Source: an optimization exercise on an open RTL-to-GDS flow (aim: small area and a short achievable clock period). Production flows keep margins and buffers that such runs may drop. In this exercise RTL edits were held to simulation tests only and were not proved equivalent to the original.

==> module fma, before the edit <==
module fma #(
    parameter       WORDWIDTH = 32,
    parameter       EXPONENTWIDTH = 8,
    parameter       MANTISSAWIDTH = 23
)(
    input wire                   clk_I,
    input wire                   rst_n_I,
    input wire [WORDWIDTH-1:0]   operand_a_I,
    input wire [WORDWIDTH-1:0]   operand_b_I,
    input wire [WORDWIDTH-1:0]   operand_c_I,
    input wire [2:0]             rnd_mode,
    input                        gate,
    output wire [WORDWIDTH-1:0]  result_O,
    output wire                  flag_overflow_O,
    output wire                  flag_underflow_O,
    output wire                  done_valid_O
);
wire [47:0] pp_s_nc;
reg  [47:0] r1_s_nc;
wire [48:0] pp_t_nc;
reg  [48:0] r1_t_nc;
wire [76:0] q_hi;
wire        st_align, eff_sub, sgn_p, sgn_c, nan_any;
wire [9:0]  sw_raw, ep;
wire [7:0]  ec1;
fma_s0 u_s0 (
  .operand_a_I(operand_a_I), .operand_b_I(operand_b_I), .operand_c_I(operand_c_I),
  .pp_s_nc(pp_s_nc), .pp_t_nc(pp_t_nc),
  .q_hi(q_hi), .st_align(st_align), .eff_sub(eff_sub),
  .sgn_p(sgn_p), .sgn_c(sgn_c), .nan_any(nan_any), .sw_raw(sw_raw), .ep(ep), .ec1(ec1)
);
reg [76:0] r1_q;
reg        r1_st, r1_eff_sub, r1_sgn_p, r1_sgn_c, r1_nan;
reg [9:0]  r1_sw, r1_ep;
reg [7:0]  r1_ec1;
reg [2:0]  r1_rnd;
reg        r1_valid, r1_rst;
always @(posedge clk_I) begin
  r1_s_nc <= pp_s_nc; r1_t_nc <= pp_t_nc; r1_q <= q_hi;
  r1_st <= st_align; r1_eff_sub <= eff_sub; r1_sgn_p <= sgn_p; r1_sgn_c <= sgn_c;
  r1_nan <= nan_any; r1_sw <= sw_raw; r1_ep <= ep; r1_ec1 <= ec1;
  r1_rnd <= rnd_mode;
end
always @(posedge clk_I or negedge rst_n_I) begin
  if (~rst_n_I) begin
    r1_valid <= 1'b0;
    r1_rst   <= 1'b1;
  end else begin
    r1_valid <= ~gate;
    r1_rst   <= 1'b0;
  end
end
wire [30:0] em_i;
wire [2:0]  ab_i;
wire        rs_i, ovf_i, sgn_r;
fma_s1 u_s1 (
  .r1_s_nc(r1_s_nc), .r1_t_nc(r1_t_nc), .r1_q(r1_q),
  .r1_st(r1_st), .r1_eff_sub(r1_eff_sub), .r1_sgn_p(r1_sgn_p), .r1_sgn_c(r1_sgn_c),
  .r1_sw(r1_sw), .r1_ep(r1_ep), .r1_ec1(r1_ec1), .r1_rnd(r1_rnd),
  .em_i(em_i), .ab_i(ab_i), .rs_i(rs_i), .ovf_i(ovf_i), .sgn_r(sgn_r)
);
reg [30:0] r2_em;
reg [2:0]  r2_ab;    
reg        r2_rs, r2_ovf, r2_sgn, r2_zero, r2_valid;
always @(posedge clk_I or negedge rst_n_I) begin
  if (~rst_n_I) begin
    r2_em <= {8'd1, 23'd0}; r2_ab <= 3'd0; r2_rs <= 1'b0; r2_ovf <= 1'b0;
    r2_sgn <= 1'b0; r2_zero <= 1'b1;
  end else if (r1_rst) begin
    r2_em <= 31'd0; r2_ab <= 3'd0; r2_rs <= 1'b0; r2_ovf <= 1'b0;
    r2_sgn <= 1'b0; r2_zero <= 1'b0;
  end else if (r1_valid) begin
    r2_em <= em_i; r2_ab <= ab_i; r2_rs <= rs_i; r2_ovf <= ovf_i;
    r2_sgn <= sgn_r; r2_zero <= r1_nan;
  end
end
always @(posedge clk_I or negedge rst_n_I) begin
  if (~rst_n_I) r2_valid <= 1'b0;
  else          r2_valid <= r1_valid;
end
fma_s2 u_s2 (
  .r2_em(r2_em), .r2_ab(r2_ab), .r2_rs(r2_rs), .r2_ovf(r2_ovf), .r2_sgn(r2_sgn), .r2_zero(r2_zero),
  .result_O(result_O), .flag_overflow_O(flag_overflow_O), .flag_underflow_O(flag_underflow_O)
);
assign done_valid_O = r2_valid;
endmodule
==> module fma_s2, before the edit <==
module fma_s2 (
    input wire [30:0] r2_em,
    input wire [2:0]  r2_ab,
    input wire        r2_rs,
    input wire        r2_ovf,
    input wire        r2_sgn,
    input wire        r2_zero,
    output wire [31:0] result_O,
    output wire        flag_overflow_O,
    output wire        flag_underflow_O
);
wire [30:0] ones;
genvar gk;
generate for (gk = 0; gk < 31; gk = gk + 1) begin : g_ones
  if (gk == 0)
    assign ones[gk] = 1'b1;
  else if (gk < 8)
    assign ones[gk] = &r2_em[gk-1:0];
  else if (gk == 8)
    assign ones[gk] = r2_ab[0];
  else if (gk < 16)
    assign ones[gk] = r2_ab[0] & (&r2_em[gk-1:8]);
  else if (gk == 16)
    assign ones[gk] = r2_ab[0] & r2_ab[1];
  else if (gk < 23)
    assign ones[gk] = r2_ab[0] & r2_ab[1] & (&r2_em[gk-1:16]);
  else if (gk == 23)
    assign ones[gk] = &r2_ab;
  else
    assign ones[gk] = (&r2_ab) & (&r2_em[gk-1:23]);
end endgenerate
wire [30:0] em_o  = r2_em ^ (ones & {31{r2_rs}});
wire [7:0]  ex    = r2_em[30:23];
wire        cy_e  = r2_rs & ones[23];
wire        unf_o = cy_e ? (&ex) : ~|ex;
wire        ovf_o = cy_e ? (ex == 8'd254) : (&ex);
assign result_O         = (r2_zero | unf_o) ? 32'b0 : {r2_sgn, em_o};
assign flag_overflow_O  = r2_ovf | ovf_o;
assign flag_underflow_O = unf_o;
endmodule
==> flow/config.mk <==
export PLATFORM = sky130hd
export DESIGN_NAME = fma
export DESIGN_NICKNAME = fma
export VERILOG_FILES = /design/flow/design.v
export SDC_FILE = /design/flow/constraint.sdc
export NUM_CORES = 4
export LEC_CHECK = 0
export ABC_AREA = 1
export CAP_MARGIN = 20
export CORE_MARGIN = 2
export CORE_UTILIZATION = 40
export SLEW_MARGIN = 20
==> flow/constraint.sdc <==
create_clock -name core_clock -period 22.0 [get_ports {clk_I}]
set_input_delay 4.4000 -clock core_clock [delete_from_list [all_inputs] [get_ports {clk_I}]]
set_output_delay 4.4000 -clock core_clock [all_outputs]
set_load 0.01 [all_outputs]
standard.sh (not shown) runs the stock make flow with config.mk's settings and CLKGATE_MAP_FILE= SYNTH_SCRIPT=/design/flow/synth_recipe.tcl, a recipe that flattens the netlist after the stock synthesis.
==> flow/flow/run.sh <==
#!/bin/bash
# Layout: the standard flow (standard.sh) with these changes:
# - the input and output port buffers are sky130_fd_sc_hd__buf_2 cells.
set -euo pipefail
MARGIN=$(cat flow/margin.txt)
bash standard.sh SETUP_SLACK_MARGIN="$MARGIN" SKIP_GATE_CLONING=1 \
  BUFFER_PORTS_ARGS="-buffer_cell sky130_fd_sc_hd__buf_2" finish > standard_flow.log 2>&1
==> flow/flow/margin.txt <==
13
==> next run, changes <==
--- a/flow/design.v
+++ b/flow/design.v
@@ -200,12 +200,10 @@
 );
 reg [30:0] r2_em;
 reg [2:0]  r2_ab;    
-reg        r2_rs, r2_ovf, r2_sgn, r2_zero, r2_valid;
-always @(posedge clk_I or negedge rst_n_I) begin
-  if (~rst_n_I) begin
-    r2_em <= {8'd1, 23'd0}; r2_ab <= 3'd0; r2_rs <= 1'b0; r2_ovf <= 1'b0;
-    r2_sgn <= 1'b0; r2_zero <= 1'b1;
-  end else if (r1_rst) begin
+reg        r2_rs, r2_ovf, r2_sgn, r2_zero;
+reg        r2_on, r2_valid;
+always @(posedge clk_I) begin
+  if (r1_rst) begin
     r2_em <= 31'd0; r2_ab <= 3'd0; r2_rs <= 1'b0; r2_ovf <= 1'b0;
     r2_sgn <= 1'b0; r2_zero <= 1'b0;
   end else if (r1_valid) begin
@@ -214,11 +212,16 @@
   end
 end
 always @(posedge clk_I or negedge rst_n_I) begin
-  if (~rst_n_I) r2_valid <= 1'b0;
-  else          r2_valid <= r1_valid;
+  if (~rst_n_I) begin
+    r2_on    <= 1'b0;
+    r2_valid <= 1'b0;
+  end else begin
+    r2_on    <= 1'b1;
+    r2_valid <= r1_valid;
+  end
 end
 fma_s2 u_s2 (
-  .r2_em(r2_em), .r2_ab(r2_ab), .r2_rs(r2_rs), .r2_ovf(r2_ovf), .r2_sgn(r2_sgn), .r2_zero(r2_zero),
+  .r2_em(r2_em), .r2_ab(r2_ab), .r2_rs(r2_rs), .r2_ovf(r2_ovf), .r2_sgn(r2_sgn), .r2_zero(r2_zero), .r2_on(r2_on),
   .result_O(result_O), .flag_overflow_O(flag_overflow_O), .flag_underflow_O(flag_underflow_O)
 );
 assign done_valid_O = r2_valid;
@@ -2432,6 +2435,7 @@
     input wire        r2_ovf,
     input wire        r2_sgn,
     input wire        r2_zero,
+    input wire        r2_on,
     output wire [31:0] result_O,
     output wire        flag_overflow_O,
     output wire        flag_underflow_O
@@ -2461,7 +2465,7 @@
 wire        cy_e  = r2_rs & ones[23];
 wire        unf_o = cy_e ? (&ex) : ~|ex;
 wire        ovf_o = cy_e ? (ex == 8'd254) : (&ex);
-assign result_O         = (r2_zero | unf_o) ? 32'b0 : {r2_sgn, em_o};
-assign flag_overflow_O  = r2_ovf | ovf_o;
-assign flag_underflow_O = unf_o;
+assign result_O         = (~r2_on | r2_zero | unf_o) ? 32'b0 : {r2_sgn, em_o};
+assign flag_overflow_O  = r2_on & (r2_ovf | ovf_o);
+assign flag_underflow_O = r2_on & unf_o;
 endmodule
Result: Wire length went up by 2.7%. Design area went up by 0.94%. Synthesized area went down by 1.6%. Clock-buffer cell count went up by 4. Non-clock buffer count went up by 23. Via count hardly moves. Synthesized cell count went down by 0.93%. Core utilization went up by 1.1 points. Maximum frequency went down by 1.3%.

* * *

Another version of the RTL of fma (not shown whole).
Size in the first run: ~6300 cells after synthesis, about 250 flip-flops, about 42000 µm² of cells after synthesis.
==> flow/config.mk <==
export PLATFORM = sky130hd
export DESIGN_NAME = fma
export DESIGN_NICKNAME = fma
export VERILOG_FILES = /design/flow/design.v
export SDC_FILE = /design/flow/constraint.sdc
export NUM_CORES = 4
export LEC_CHECK = 0
export ABC_AREA = 1
export CAP_MARGIN = 20
export CORE_MARGIN = 2
export CORE_UTILIZATION = 40
export SLEW_MARGIN = 20
==> flow/constraint.sdc <==
create_clock -name core_clock -period 22.0 [get_ports {clk_I}]
set_input_delay 4.4000 -clock core_clock [delete_from_list [all_inputs] [get_ports {clk_I}]]
set_output_delay 4.4000 -clock core_clock [all_outputs]
set_load 0.01 [all_outputs]
==> flow/flow/run.sh <==
#!/bin/bash
set -euo pipefail
MARGIN=$(cat flow/margin.txt)
bash standard.sh SETUP_SLACK_MARGIN="$MARGIN" \
  BUFFER_PORTS_ARGS="-buffer_cell sky130_fd_sc_hd__buf_2" finish > standard_flow.log 2>&1
Scripts as last shown in full above: flow/flow/margin.txt
The first run passed the timing, DRC and antenna checks.
Rerun with:
--- a/flow/design.v
+++ b/flow/design.v
@@ -1812,28 +1812,32 @@
   assign x_0[73] = a_p[73] ^ (a_G246 | a_P246);
   assign x_m1[74] = a_p[74] ^ a_G208;
   assign x_0[74] = a_p[74] ^ (a_G208 | a_P208);
   assign x_m1[75] = a_p[75] ^ a_G247;
   assign x_0[75] = a_p[75] ^ (a_G247 | a_P247);
   assign x_m1[76] = a_p[76] ^ a_G209;
   assign x_0[76] = a_p[76] ^ (a_G209 | a_P209);
   assign x_m1[77] = a_p[77] ^ a_G248;
   assign x_0[77] = a_p[77] ^ (a_G248 | a_P248);
 wire        neg  = r1_eff_sub & x_0[77];
 wire [75:0] sum  = neg ? ~x_m1[75:0] : x_0[75:0];
 assign sgn_r = neg ? r1_sgn_c : r1_sgn_p;
-wire [5:0]  lzc;
-wire        no_one;
-VAR_LZC #(.C_WIDTH(51), .C_LEADONE_WIDTH(6)) u_lzc (.data_I(sum[50:0]), .leading_one_O(lzc), .no_one_O(no_one));
-wire        lz_ok = cond_a & |(sum[50:0] & lim_mask);
+wire [5:0]  lzc_p, lzc_n;
+wire        no_one_p, no_one_n;
+VAR_LZC #(.C_WIDTH(51), .C_LEADONE_WIDTH(6)) u_lzc_p (.data_I(x_0[50:0]), .leading_one_O(lzc_p), .no_one_O(no_one_p));
+VAR_LZC #(.C_WIDTH(51), .C_LEADONE_WIDTH(6)) u_lzc_n (.data_I(~x_m1[50:0]), .leading_one_O(lzc_n), .no_one_O(no_one_n));
+wire [5:0]  lzc  = neg ? lzc_n : lzc_p;
+wire        ok_p = |(x_0[50:0] & lim_mask);
+wire        ok_n = |(~x_m1[50:0] & lim_mask);
+wire        lz_ok = cond_a & (neg ? ok_n : ok_p);
 wire [75:0] sum_rev;
 generate for (gk = 0; gk < 76; gk = gk + 1) begin : g_rev
   assign sum_rev[gk] = x_0[75 - gk];
 end endgenerate
 wire [6:0]  tz;
 wire        sum_zero;
   wire z_z0_0 = ~(sum_rev[75] | sum_rev[74]);
   wire z_c0_0 = ~sum_rev[75];
   wire z_z0_1 = ~(sum_rev[73] | sum_rev[72]);
   wire z_c0_1 = ~sum_rev[73];
   wire z_z0_2 = ~(sum_rev[71] | sum_rev[70]);
   wire z_c0_2 = ~sum_rev[71];
Result: Global-route usage goes up by 2.4 points. Non-clock buffer count shrinks by 16. Final area goes up by 1.7%. Synthesized cell count goes up by 4.9%. Count of clock-buffer cells in the layout fell by 5. Via count rose by 3.9%. Routed wire length came out higher by 8.7%. Cell count came out higher by 4.0%. Setup slack improves by 0.042 ns. Fmax grows by 0.47%. Clock skew barely changes.

==> static timing again, ports no longer ideal <==
Ports are ideal in the flow. The routed layouts listed here were re-timed in OpenROAD. Step 1 sets driving cells, clkbuf_16 on the clock port and buf_2 on the other inputs (assumed; they add their load-dependent delay and slew). Step 2 adds t to the input delays and takes it off the output delays; t is the mean of the earliest and latest rising clock arrival at the registers after step 1. Input paths then give back, and output paths get back, about the clock's delay inside the block. Three values: ideal ports, drivers, drivers and shift; two values: the first two.
run	shift t [ns]	setup slack, ns	worst setup path at the end	worst slew at a driven data input, ns
the first run of note 1	0.672	13.224 / 13.278 / 12.606	input to register	0.08
the second run of note 1	0.643	13.112 / 13.134 / 12.491	input to register	0.07
the first run of note 2	0.655	13.101 / 13.132 / 12.477	input to register	0.07
the second run of note 2	0.676	13.143 / 13.192 / 12.516	input to register	0.08
After both steps setup and hold are still met in every run listed. For the second run of note 2, which loses most, drivers alone change the setup slack by +0.049 ns; drivers and shift together by -0.627 ns.
